Background: an optimization exercise with open tools, aiming at small area. Do not read the settings as production practice. Function was checked by simulation only, so behaviour that the tests miss may differ from the original. Power and IR drop assume default switching activity.

### flow/run.sh
#!/bin/bash
# synth_recipe.tcl (not shown) runs the flow's synth.tcl, then flattens the netlist and writes it again
# the make line also repeats each setting of config.mk as NAME=value (left out here)
make -C /OpenROAD-flow-scripts/flow DESIGN_CONFIG=/design/flow/config.mk WORK_HOME=/design/flow/orfs CLKGATE_MAP_FILE= SYNTH_SCRIPT=/design/flow/synth_recipe.tcl finish
### flow/config.mk
export PLATFORM = sky130hd
export DESIGN_NAME = measure_bw
export DESIGN_NICKNAME = measure_bw
export VERILOG_FILES = /design/flow/design.v
export SDC_FILE = /design/flow/constraint.sdc
export NUM_CORES = 4
export LEC_CHECK = 0
export CAP_MARGIN = 20
export CORE_MARGIN = 2
export CORE_UTILIZATION = 40
export SLEW_MARGIN = 20
### flow/constraint.sdc
create_clock -name core_clock -period 8.0 [get_ports {AXI_ACLK}]
set_input_delay 1.6000 -clock core_clock [delete_from_list [all_inputs] [get_ports {AXI_ACLK}]]
set_output_delay 1.6000 -clock core_clock [all_outputs]
set_load 0.01 [all_outputs]
### flow/design.v
`timescale 1ns / 1ps
module measure_bw#
(
    parameter[63:0] ADDRESS_OFFSET        = 64'h0000_0000,
    parameter       MAX_OUTSTANDING_RREQ  = 8,
    parameter       MAX_OUTSTANDING_WREQ  = 8,
    parameter       AXI_DATA_WIDTH        = 64,
    parameter       AXI_ADDR_WIDTH        = 64
)
(
    input wire  AXI_ACLK, AXI_ARESETN,
    input  wire[6-1 : 0]    S_AXI_AWADDR,   
    input  wire                             S_AXI_AWVALID,  
    output wire                                             S_AXI_AWREADY,
    input  wire[2 : 0]                      S_AXI_AWPROT,
    input  wire[32-1 : 0]    S_AXI_WDATA,      
    input  wire                             S_AXI_WVALID,
    input  wire[(32/8)-1:0]  S_AXI_WSTRB,
    output wire                                             S_AXI_WREADY,
    output  wire[1 : 0]                                     S_AXI_BRESP,
    output  wire                                            S_AXI_BVALID,
    input   wire                            S_AXI_BREADY,
    input  wire[6-1 : 0]    S_AXI_ARADDR,     
    input  wire                             S_AXI_ARVALID,
    input  wire[2 : 0]                      S_AXI_ARPROT,     
    output wire                                             S_AXI_ARREADY,
    output  wire[32-1 : 0]                   S_AXI_RDATA,
    output  wire                                            S_AXI_RVALID,
    output  wire[1 : 0]                                     S_AXI_RRESP,
    input   wire                            S_AXI_RREADY,
    output wire[AXI_ADDR_WIDTH-1 : 0]      M_AXI_ARADDR,     
    output wire                            M_AXI_ARVALID,
    output wire[2:0]                       M_AXI_ARPROT,     
    output wire                            M_AXI_ARLOCK,
    output wire[3:0]                       M_AXI_ARID,
    output wire[7:0]                       M_AXI_ARLEN,
    output wire[2:0]                       M_AXI_ARSIZE,
    output wire[1:0]                       M_AXI_ARBURST,
    output wire[3:0]                       M_AXI_ARCACHE,
    output wire[3:0]                       M_AXI_ARQOS,
    input  wire                                              M_AXI_ARREADY,
    input  wire[AXI_DATA_WIDTH-1 : 0]                        M_AXI_RDATA,
    input  wire                                              M_AXI_RVALID,
    input  wire[1:0]                                         M_AXI_RRESP,
    input  wire                                              M_AXI_RLAST,
    output wire                            M_AXI_RREADY,
    output wire[AXI_ADDR_WIDTH-1:0]        M_AXI_AWADDR,
    output wire                            M_AXI_AWVALID,
    output wire[2:0]                       M_AXI_AWPROT,
    output wire[3:0]                       M_AXI_AWID,
    output wire[7:0]                       M_AXI_AWLEN,
    output wire[2:0]                       M_AXI_AWSIZE,
    output wire[1:0]                       M_AXI_AWBURST,
    output wire                            M_AXI_AWLOCK,
    output wire[3:0]                       M_AXI_AWCACHE,
    output wire[3:0]                       M_AXI_AWQOS,
    input  wire                                              M_AXI_AWREADY,
    output wire[AXI_DATA_WIDTH-1 : 0]      M_AXI_WDATA,
    output wire                            M_AXI_WVALID,
    output wire[(AXI_DATA_WIDTH/8)-1:0]    M_AXI_WSTRB,
    output wire                            M_AXI_WLAST,
    input  wire                                              M_AXI_WREADY,
    input  wire[1:0]                                         M_AXI_BRESP,
    input  wire                                              M_AXI_BVALID,
    output wire                           M_AXI_BREADY
 );
    localparam REG_CTL_STAT = 4'd10;
    reg       wx, wy, wz;
    reg [3:0] s_awaddr;              
    reg [1:0] s_wdata;               
    assign S_AXI_AWREADY = ~(wx | wy | wz);
    assign S_AXI_WREADY  = ~(wx | wy);
    assign S_AXI_BVALID  = wx;
    wire       s_whs    = S_AXI_WVALID & ~wx & ~wy;
    wire       s_wfirst = wy & wz;                         
    wire [3:0] s_wreg   = wz ? s_awaddr : S_AXI_AWADDR[5:2];
    assign S_AXI_BRESP = {(s_awaddr[3] & (s_awaddr[2] | ~s_awaddr[1] | s_awaddr[0])), 1'b0};
    always @(posedge AXI_ACLK) begin
        wz <= AXI_ARESETN & ~wx & ~wy & (wz | S_AXI_AWVALID);
        wy <= AXI_ARESETN & (s_whs | (wy & ~wx) | (wx & ~S_AXI_BREADY));
        wx <= AXI_ARESETN & ((wy & ~wz & ~wx) | (wx & ~S_AXI_BREADY));
        if (S_AXI_AWREADY) s_awaddr <= S_AXI_AWADDR[5:2];
        s_wdata <= S_AXI_WDATA[1:0];
    end
    reg [31:0] raddr_h, raddr_l, waddr_h, waddr_l, blk_size, blk_count;
    reg [63:0] counter_start;
    always @(posedge AXI_ACLK) begin
        if (s_whs) case (s_wreg)
            4'd0: raddr_h   <= S_AXI_WDATA;
            4'd1: raddr_l   <= S_AXI_WDATA;
            4'd2: waddr_h   <= S_AXI_WDATA;
            4'd3: waddr_l   <= S_AXI_WDATA;
            4'd4: blk_size  <= S_AXI_WDATA;
            4'd5: blk_count <= S_AXI_WDATA;
            default: ;
        endcase
        if (AXI_ARESETN == 0)
            counter_start <= 0;
        else if (s_whs && s_wreg == 4'd6)
            counter_start[63:32] <= S_AXI_WDATA;
        else if (s_whs && s_wreg == 4'd7)
            counter_start[31: 0] <= S_AXI_WDATA;
    end
    reg start_read, start_write;
    reg r_act, b_act;                
    wire rdone, bdone;               
    wire go = AXI_ARESETN & s_wfirst & (s_awaddr == REG_CTL_STAT)
            & ~start_read & ~r_act & ~start_write & ~b_act & (blk_count[19:0] != 0);
    reg [63:0] cycle_counter, elapsed_read_cycles, elapsed_write_cycles;
    reg [31:0] xfer_block_size;
    always @(posedge AXI_ACLK) begin
        start_read  <= go & s_wdata[0];
        start_write <= go & s_wdata[1];
        cycle_counter <= go ? counter_start : cycle_counter + 1'b1;
        if (go) xfer_block_size <= blk_size;
        if (rdone) elapsed_read_cycles  <= cycle_counter;
        if (bdone) elapsed_write_cycles <= cycle_counter;
    end
    wire [7:0] burst_len = xfer_block_size[10:3] - 1'b1;
    reg        ar_act;
    reg [19:0] ar_rem;               
    reg [3:0]  ar_id, r_out;         
    reg [63:0] araddr;
    assign M_AXI_ARVALID = ar_act & ~r_out[3];
    assign M_AXI_ARADDR  = araddr;
    assign M_AXI_ARID    = ar_id;
    assign M_AXI_ARLEN   = burst_len;
    assign M_AXI_ARSIZE  = 3'd3;
    assign M_AXI_ARBURST = 2'd1;
    assign M_AXI_ARPROT  = 3'd0;
    assign M_AXI_ARLOCK  = 1'b0;
    assign M_AXI_ARCACHE = 4'd0;
    assign M_AXI_ARQOS   = 4'd0;
    assign M_AXI_RREADY  = r_act;
    wire m_arhs = M_AXI_ARVALID & M_AXI_ARREADY;
    wire m_rlhs = M_AXI_RVALID & M_AXI_RLAST & r_act;
    assign rdone = m_rlhs & ~ar_act & (r_out == 4'd1);
    always @(posedge AXI_ACLK) begin
        ar_act <= AXI_ARESETN & (start_read | (ar_act & ~(m_arhs & (ar_rem == 20'd1))));
        r_act  <= AXI_ARESETN & (start_read | (r_act & ~rdone));
        if (go) begin
            ar_rem <= blk_count[19:0];
            ar_id  <= 0;
            araddr <= {raddr_h, raddr_l};
            r_out  <= 0;
        end else begin
            if (m_arhs) begin
                ar_rem <= ar_rem - 1'b1;
                ar_id  <= ar_id + 1'b1;
                araddr <= araddr + xfer_block_size;
            end
            r_out <= r_out + m_arhs - m_rlhs;
        end
    end
    reg        aw_act, w_act;
    reg [19:0] aw_rem;               
    reg [3:0]  aw_id;
    reg [3:0]  wq_out;               
    reg [3:0]  b_out;                
    reg [63:0] awaddr;
    reg [8:0]  wbeat;                
    reg [31:0] wdata;
    wire [8:0] wbeat_inc = wbeat + 1'b1;
    wire       wb_last   = (wbeat_inc == xfer_block_size[11:3]);
    assign M_AXI_AWVALID = aw_act & ~b_out[3];
    assign M_AXI_AWADDR  = awaddr;
    assign M_AXI_AWID    = aw_id;
    assign M_AXI_AWLEN   = burst_len;
    assign M_AXI_AWSIZE  = 3'd3;
    assign M_AXI_AWBURST = 2'd1;
    assign M_AXI_AWPROT  = 3'd0;
    assign M_AXI_AWLOCK  = 1'b0;
    assign M_AXI_AWCACHE = 4'd0;
    assign M_AXI_AWQOS   = 4'd0;
    assign M_AXI_WDATA   = {wdata, {(AXI_DATA_WIDTH-32){1'b0}}};
    assign M_AXI_WVALID  = w_act & (wq_out != 0);
    assign M_AXI_WSTRB   = {(AXI_DATA_WIDTH/8){1'b1}};
    assign M_AXI_WLAST   = wb_last;
    assign M_AXI_BREADY  = b_act;
    wire m_awhs = M_AXI_AWVALID & M_AXI_AWREADY;
    wire m_whs  = M_AXI_WVALID & M_AXI_WREADY;
    wire m_wlhs = m_whs & wb_last;
    wire m_bhs  = M_AXI_BVALID & b_act;
    wire wdone  = m_wlhs & ~aw_act & (wq_out == 4'd1);
    assign bdone = m_bhs & ~aw_act & (b_out == 4'd1);
    always @(posedge AXI_ACLK) begin
        aw_act <= AXI_ARESETN & (start_write | (aw_act & ~(m_awhs & (aw_rem == 20'd1))));
        w_act  <= AXI_ARESETN & (start_write | (w_act & ~wdone));
        b_act  <= AXI_ARESETN & (start_write | (b_act & ~bdone));
        if (go) begin
            aw_rem <= blk_count[19:0];
            aw_id  <= 0;
            awaddr <= {waddr_h, waddr_l};
            wq_out <= 0;
            b_out  <= 0;
            wbeat  <= 0;
            wdata  <= 0;
        end else begin
            if (m_awhs) begin
                aw_rem <= aw_rem - 1'b1;
                aw_id  <= aw_id + 1'b1;
                awaddr <= awaddr + xfer_block_size;
            end
            wq_out <= wq_out + m_awhs - m_wlhs;
            b_out  <= b_out  + m_awhs - m_bhs;
            if (m_whs) begin
                wbeat <= wb_last ? 9'd0 : wbeat_inc;
                wdata <= wdata + 1'b1;
            end
        end
    end
    reg        ra, rb;
    reg [31:0] s_rdata;
    reg        s_rerr;
    assign S_AXI_ARREADY = ~(ra | rb);
    assign S_AXI_RVALID  = ra & ~rb;
    assign S_AXI_RDATA   = s_rdata;
    assign S_AXI_RRESP   = {s_rerr, 1'b0};
    wire busy_r_next = go & s_wdata[0] | start_read  | (r_act & ~rdone);
    wire busy_w_next = go & s_wdata[1] | start_write | (b_act & ~bdone);
    wire [63:0] rres_next = rdone ? cycle_counter : elapsed_read_cycles;
    wire [63:0] wres_next = bdone ? cycle_counter : elapsed_write_cycles;
    always @(posedge AXI_ACLK) begin
        rb <= AXI_ARESETN & ~ra & (rb | S_AXI_ARVALID);
        ra <= AXI_ARESETN & (rb | (ra & ~S_AXI_RREADY));
        if (S_AXI_ARREADY & S_AXI_ARVALID) begin
            s_rerr <= (S_AXI_ARADDR[5:2] > REG_CTL_STAT);
            case (S_AXI_ARADDR[5:2])
                4'd0:    s_rdata <= raddr_h;
                4'd1:    s_rdata <= raddr_l;
                4'd2:    s_rdata <= waddr_h;
                4'd3:    s_rdata <= waddr_l;
                4'd4:    s_rdata <= blk_size;
                4'd5:    s_rdata <= blk_count;
                4'd6:    s_rdata <= rres_next[63:32];
                4'd7:    s_rdata <= rres_next[31: 0];
                4'd8:    s_rdata <= wres_next[63:32];
                4'd9:    s_rdata <= wres_next[31: 0];
                4'd10:   s_rdata <= {30'd0, busy_w_next, busy_r_next};
                default: s_rdata <= 32'h0DEC0DE0;
            endcase
        end
    end
endmodule
==> results_dict.tcl, run 1 <==
set metrics [dict create \
    clk_path_buf_depth 3 \
    yosysWarnings 1 \
    vias 27753 \
    cp-end-kind "output port" \
    synthFlopType "edfxtp_1" \
    wirelength_um 119000 \
    cp.required_ns 6.40 \
    post_cts_buffers 0 \
    critPathMaxFanout 11 \
    ys_ff_latch 760 \
    hold_buffers 0 \
    route.detailed.drc 0 \
    ctsResizeCount 0 \
    synth_cells 3455 \
    cap_violations 0 \
    cts_root_buf "clkbuf_16" \
    grt-busiest-layer "met2" \
    area_growth_pct 18.3 \
    rsz0062_at_grt "no" \
    antenna_found_initial 7 \
    h-tree-depth 3 \
    numCtsBuffers 87 \
    use_met1_pct 33.6 \
    vdd_drop_max_v 0.000146 \
    wl_per_cell_um 24.0 \
    met2_usage_pct 40.0 \
    cp.arrival_ns 3.33 \
    worst_slack_ns 3.07 \
    initial_core_util_pct 40.3 \
    post-route-min-period_ns 4.93 \
    rows 110 \
    grtUsageMet3_pct 4.26 \
    yosysSeqAreaShare_pct 53.7 \
    fin_crit_sh_pct 61.7 \
    post-dp-hpwl_um 85000 \
    chipWidth_um 305 \
    status "timing/DRC/antenna clean" \
    overflow 0 \
    finalSetupViolations 0 \
    netlist_top_cells_area "edfxtp_1 35%, dfxtp_1 18%, nand2_1 4.3%, mux2_2 4.0%, a21oi_1 3.6%" \
    startpoint_type "flip-flop" \
    synthTopCellsByCount "429 x edfxtp_1, 417 x nand2_1, 331 x dfxtp_1" \
    synth_cell_types 104 \
    slew_violations 0 \
    crit_slowest_cell "clkdlybuf4s50_1" \
    fin_cells 4949 \
    worst_clock_skew_ns 0.0218 \
    synth_top_area_share_pct 35.5 \
    worstMarginPinSlew_ns 1.05 \
    grt_pass1_vias 26036 \
    drive_above_1_share_pct 10.1 \
    p_total_mw 8.96 \
    async_flop_share_pct 0 \
    whs_ns 0.421 \
    cts_tree "built" \
    dpl_worst_slack_ns 2.97 \
    core_area_um2 90000 \
    initialDrtViolationCount 2593 \
    first_pass_iters 6 \
    path_clk_slew_ns 0.06 \
    path_cells "ha_1 > and3_1 > nand3_1 > xnor2_1 > a2111oi_0 > o2111a_1 > clkdlybuf4s50_1" \
    grt_pass1_wl_um 173000 \
    grt_max_degree 78 \
    hp-class "reg2reg" \
    synth_edf_count 429 \
    slew_headroom_pct 29.8 \
    vias_per_cell 5.61 \
    ios 440 \
    power_density_nw_per_um2 209 \
    ant_nets 0 \
    fin_tns_setup_ns 0 \
    final.fill_count 8427 \
    finalHoldViolCount 0 \
    max_stage_delay_ns 0.63 \
    clk_latency_ns 0.66 \
    max_freq_ghz 0.203 \
    cts_sinks 760 \
    yosysTopAreaCell "edfxtp_1" \
    grt_usage_pct 24.8 \
    portBuffers 281 \
    die_h_um 305 \
    worstSetupPathType "reg2out" \
    dp_cells 4781 \
    avgSynthCellArea_um2 10.5 \
    die_area_um2 93200 \
    layout.nets 3926 \
    synth_most_common_cell "edfxtp_1" \
    place.gp.congestion 0.928 \
    power.leakage_nw 15.4 \
    syn_area_um2 36300 \
]
power by group:
part | switching [mW] | total (mW) | internal [mW]
Sequential | 0.156 | 4.40 | 4.25
Clock | 1.70 | 4.03 | 2.33
Combinational | 0.310 | 0.530 | 0.219
Total | 2.17 | 8.96 | 6.79
per-layer routing:
| metal | routed length [µm] | share of wire, % |
|---|---|---|
| met1 | 50400 | 42 |
| met5 | 54 | 0.045 |
| met4 | 4290 | 3.6 |
| met2 | 55300 | 47 |
| met3 | 8710 | 7.3 |
flip-flops by register name, indices dropped and copies added, names as in the netlist, 4 cells and up:
name and cells:
wq_out 4, waddr_l 32, elapsed_write_cycles 64, blk_size 32
aw_id 4, wdata 32, r_out 4, cycle_counter 64
awaddr 64, raddr_l 32, ar_rem 20, wbeat 9
s_rdata 32, ar_id 4, s_awaddr 4, counter_start 64
blk_count 32, waddr_h 32, xfer_block_size 32, raddr_h 32
aw_rem 20, b_out 4, elapsed_read_cycles 64, araddr 64
worst paths after layout:
path	start	endpoint	slack [ns]	cells past startpoint
max	wbeat[0]	M_AXI_WLAST	3.07	7
max reg2reg	xfer_block_size[20]	araddr[53]	4.26	10
min	s_wdata[1]	start_write	0.42	2
min reg2reg	s_wdata[1]	start_write	0.42	2
cells in the final DEF, fill, tap and decap left out, types with 21 or more instances in the layout:
cell / instances
o21ai_0: 117
nor2_1: 287
nor3_1: 28
ha_1: 89
conb_1: 76
nor2b_1: 21
dfxtp_1: 331
nand4_1: 53
mux2_2: 130
buf_4: 36
nand3_1: 114
a22oi_1: 97
and3_1: 41
clkdlybuf4s50_1: 280
xnor2_1: 143
a21boi_0: 65
clkbuf_16: 89
nor4_1: 22
a21oi_1: 262
a21o_1: 26
xor2_1: 125
and2_1: 26
edfxtp_1: 429
o21ai_1: 29
nand2_1: 415
inv_1: 72
cell type report:
type | count | area, µm² | area share (%)
flip-flops and latches | 760 | 19500 | 45.4
multi-input cells | 2454 | 15600 | 36.4
repair buffers | 320 | 3150 | 7.32
clock buffers | 115 | 2390 | 5.58
well taps | 1176 | 1470 | 3.43
clock inverters | 47 | 497 | 1.16
inverters | 74 | 278 | 0.647
diodes | 3 | 7.51 | 0.0175
logic make-up after synthesis:
group / synth area share [%]
AND/OR/NAND/NOR: 14.8
AO/OA/AOI/OAI: 13.0
other: 0.0207
multiplexers: 4.31
XOR/XNOR: 6.46
buffers and inverters: 4.31
adder cells (fa/ha/maj): 3.34
flip-flops: 53.7
worst max-delay path: cells and delay by family (launching register included):
family,cells,cell delay [ns]
buffers and inverters,1,0.63
and+or+nand+nor,2,0.40
AOI/OAI and AO/OA,2,0.81
DFF,1,0.41
xor gates and xnor gates,1,0.16
adders and majority gates,1,0.26
metrics by stage:
step	cell area (µm²)	utilization, %
after CTS	42900	47.6
final	42900	47.7
after detailed placement	40000	44.4
after floorplan	36600	-
after global routing	42900	47.7
after global placement	40000	44.4
==> run 2, diff against run 1 <==
--- a/flow/config.mk
+++ b/flow/config.mk
@@ -8,4 +8,5 @@
 export CAP_MARGIN = 20
 export CORE_MARGIN = 2
-export CORE_UTILIZATION = 40
+export CORE_UTILIZATION = 60
+export CTS_BUF_LIST = sky130_fd_sc_hd__clkbuf_4 sky130_fd_sc_hd__clkbuf_8
 export SLEW_MARGIN = 20
==> results_dict.tcl, run 2 <==
set metrics [dict create \
    status "timing/DRC/antenna clean" \
    startpoint "wbeat[0]" \
    path_cells "ha_1 > and3_1 > nand3_1 > xnor2_1 > a2111oi_0 > o2111a_1 > clkdlybuf4s50_1" \
    area_growth_pct 16.2 \
    grt_pass1_vias 27681 \
    die_h_um 250 \
    critPathMaxFanout 11 \
    netlist_top_cells_area "edfxtp_1 35%, dfxtp_1 18%, nand2_1 4.3%, mux2_2 4.0%, a21oi_1 3.6%" \
    max_freq_ghz 0.197 \
    fin_cells 4611 \
    path_clk_slew_ns 0.07 \
    slew_violations 0 \
    initialDrtViolationCount 3085 \
    startpoint_type "flip-flop" \
    portBuffers 281 \
    antenna_found_initial 9 \
    cts_root_buf "clkbuf_8" \
    chipWidth_um 250 \
    post-route-min-period_ns 5.07 \
    synth_edf_count 429 \
    ios 440 \
    ant_nets 0 \
    rows 90 \
    synth_cells 3455 \
    grt_max_degree 141 \
    cp.arrival_ns 3.47 \
    path_buf_inv 1 \
    worstMarginPinSlew_ns 1.14 \
    cap_violations 0 \
    post-dp-hpwl_um 81800 \
    power.leakage_nw 15.4 \
    first_pass_iters 7 \
    min-delay-start "s_wdata[1]" \
    async_flop_share_pct 0 \
    numCtsBuffers 118 \
    synth_top_area_share_pct 35.5 \
    cp-end-kind "output port" \
    hold_buffers 0 \
    vdd_drop_max_v 0.000201 \
    final_cell_mix "429 x edfxtp_1, 415 x nand2_1, 331 x dfxtp_1" \
    synth_cell_types 104 \
    p_total_mw 8.53 \
    avgSynthCellArea_um2 10.5 \
    layout.nets 3953 \
    route.detailed.drc 0 \
    rsz0062_at_grt "no" \
    h-tree-depth 3 \
    drive_above_1_share_pct 11.8 \
    initial_core_util_pct 60.4 \
    die_area_um2 62500 \
    finalSetupViolations 0 \
    wl_per_cell_um 25.0 \
    syn_area_um2 36300 \
    post_cts_buffers 0 \
    synth_most_common_cell "edfxtp_1" \
    max_stage_delay_ns 0.61 \
    clk_latency_ns 0.76 \
    grt_pass1_wl_um 169000 \
    core_area_um2 60100 \
    ys_ff_latch 760 \
    synthTopCellsByCount "429 x edfxtp_1, 417 x nand2_1, 331 x dfxtp_1" \
    yosysWarnings 1 \
    final_common_cell "edfxtp_1" \
    place.gp.congestion 0.960 \
    worst_clock_skew_ns 0.0427 \
    overflow 0 \
    cp.required_ns 6.40 \
    grt_usage_pct 35.9 \
    fin_crit_sh_pct 63.4 \
    slew_headroom_pct 24.3 \
    hp-class "reg2reg" \
    synthFlopType "edfxtp_1" \
    cts_tree "built" \
    ctsResizeCount 0 \
    vias 28441 \
    wirelength_um 115000 \
    clk_path_buf_depth 3 \
    cts_sinks 760 \
    dp_cells 4384 \
    crit_slowest_cell "clkdlybuf4s50_1" \
    fin_tns_setup_ns 0 \
    finalHoldViolCount 0 \
    crit_family "compound AO/OA/AOI/OAI gates" \
    worstSetupPathType "reg2out" \
    yosysTopAreaCell "edfxtp_1" \
    vias_per_cell 6.17 \
    power_density_nw_per_um2 202 \
    reg2reg_from "xfer_block_size[9]" \
    yosysSeqAreaShare_pct 53.7 \
]
run 2: layout make-up:
cell class	count	area, µm²
Tap cell	782	978
Timing Repair Buffer	316	3140
Multi-Input combinational cell	2454	15700
Clock buffer	177	2190
Antenna cell	5	12.5
Clock inverter	43	429
Inverter	74	278
Sequential cell	760	19500
Fill cell	4468	17900
run 2: kinds of logic (layout without fill, tap and decap cells):
group,after synthesis,after routing,synth area share (%)
simple gates,1138,1138,14.8
flops,760,760,53.7
compound gates,738,738,13.0
buf+inv,315,610,4.31
xor+xnor,268,268,6.46
mux,140,140,4.31
fa+ha+maj,94,94,3.34
other cells,2,81,0.0207
run 2: worst paths after layout:
check / end / slack (ns) / cells after the start
worst min register to register: start_write / 0.43 / 2
worst max-delay path: M_AXI_WLAST / 2.93 / 7
worst min-delay path: start_write / 0.43 / 2
worst max register to register: araddr[44] / 4.25 / 10
run 2: worst min-delay path, cell delays in order (launching register included):
cell and delay [ns]:
dfxtp_1 0.29, inv_1 0.05, nor2_1 0.04
run 2: power breakdown:
group | leakage, nW | total [mW] | internal [mW] | switching, mW
clock network | 1.38 | 3.61 | 2.01 | 1.59
registers | 6.57 | 4.39 | 4.24 | 0.144
logic | 7.43 | 0.529 | 0.221 | 0.308
total | 15.4 | 8.53 | 6.48 | 2.05
run 2: layer usage:
layer	vias to the layer above	global-route usage [%]	wire [µm]
met5	-	0	49
met4	8	20.4	7350
met3	340	7.63	10800
met2	1575	57.3	53300
met1	13710	45.6	43700
li1	12808	-	-
run 2: through the flow:
| stage | setup slack, ns | hold slack (ns) | utilization, % | instance area (µm²) |
|---|---|---|---|---|
| floorplan | 3.11 | 0.410 | - | 36600 |
| global placement | 2.84 | 0.414 | 65.7 | 39500 |
| detailed placement | 2.73 | 0.422 | 65.7 | 39500 |
| CTS | 2.89 | 0.429 | 70.1 | 42100 |
| global route | 2.73 | 0.447 | 70.2 | 42200 |
| finish | 2.93 | 0.427 | 70.2 | 42200 |

[re-timing with driven ports]
The results above use ideal ports. As a check the final layouts listed here were re-extracted and re-timed, cells and wires unchanged.
Step 1 (the two cells are an assumption about what drives the block):
set clk [get_ports {AXI_ACLK}]
set_driving_cell -lib_cell sky130_fd_sc_hd__clkbuf_16 $clk
set_driving_cell -lib_cell sky130_fd_sc_hd__buf_2 [delete_from_list [all_inputs] $clk]
Step 2 times the ports against the registers' clock, not the clock port: input delays grow and output delays shrink by t, the midpoint of the rising clock arrivals with the driver on.
Slacks: ideal ports / drivers / drivers and shift; pairs: ideal ports / drivers.
run | t (ns) | slack for setup (ns) | worst setup path after step 2 | worst slew at a driven data input, ns | cell pins on the clock port's net
run 1 | 0.715 | 3.068 / 3.000 / 2.864 | input to register | 0.14 | 1
run 2 | 0.798 | 2.929 / 2.872 / 2.725 | input to register | 0.09 | 1
After both steps setup and hold are still met in every run listed.
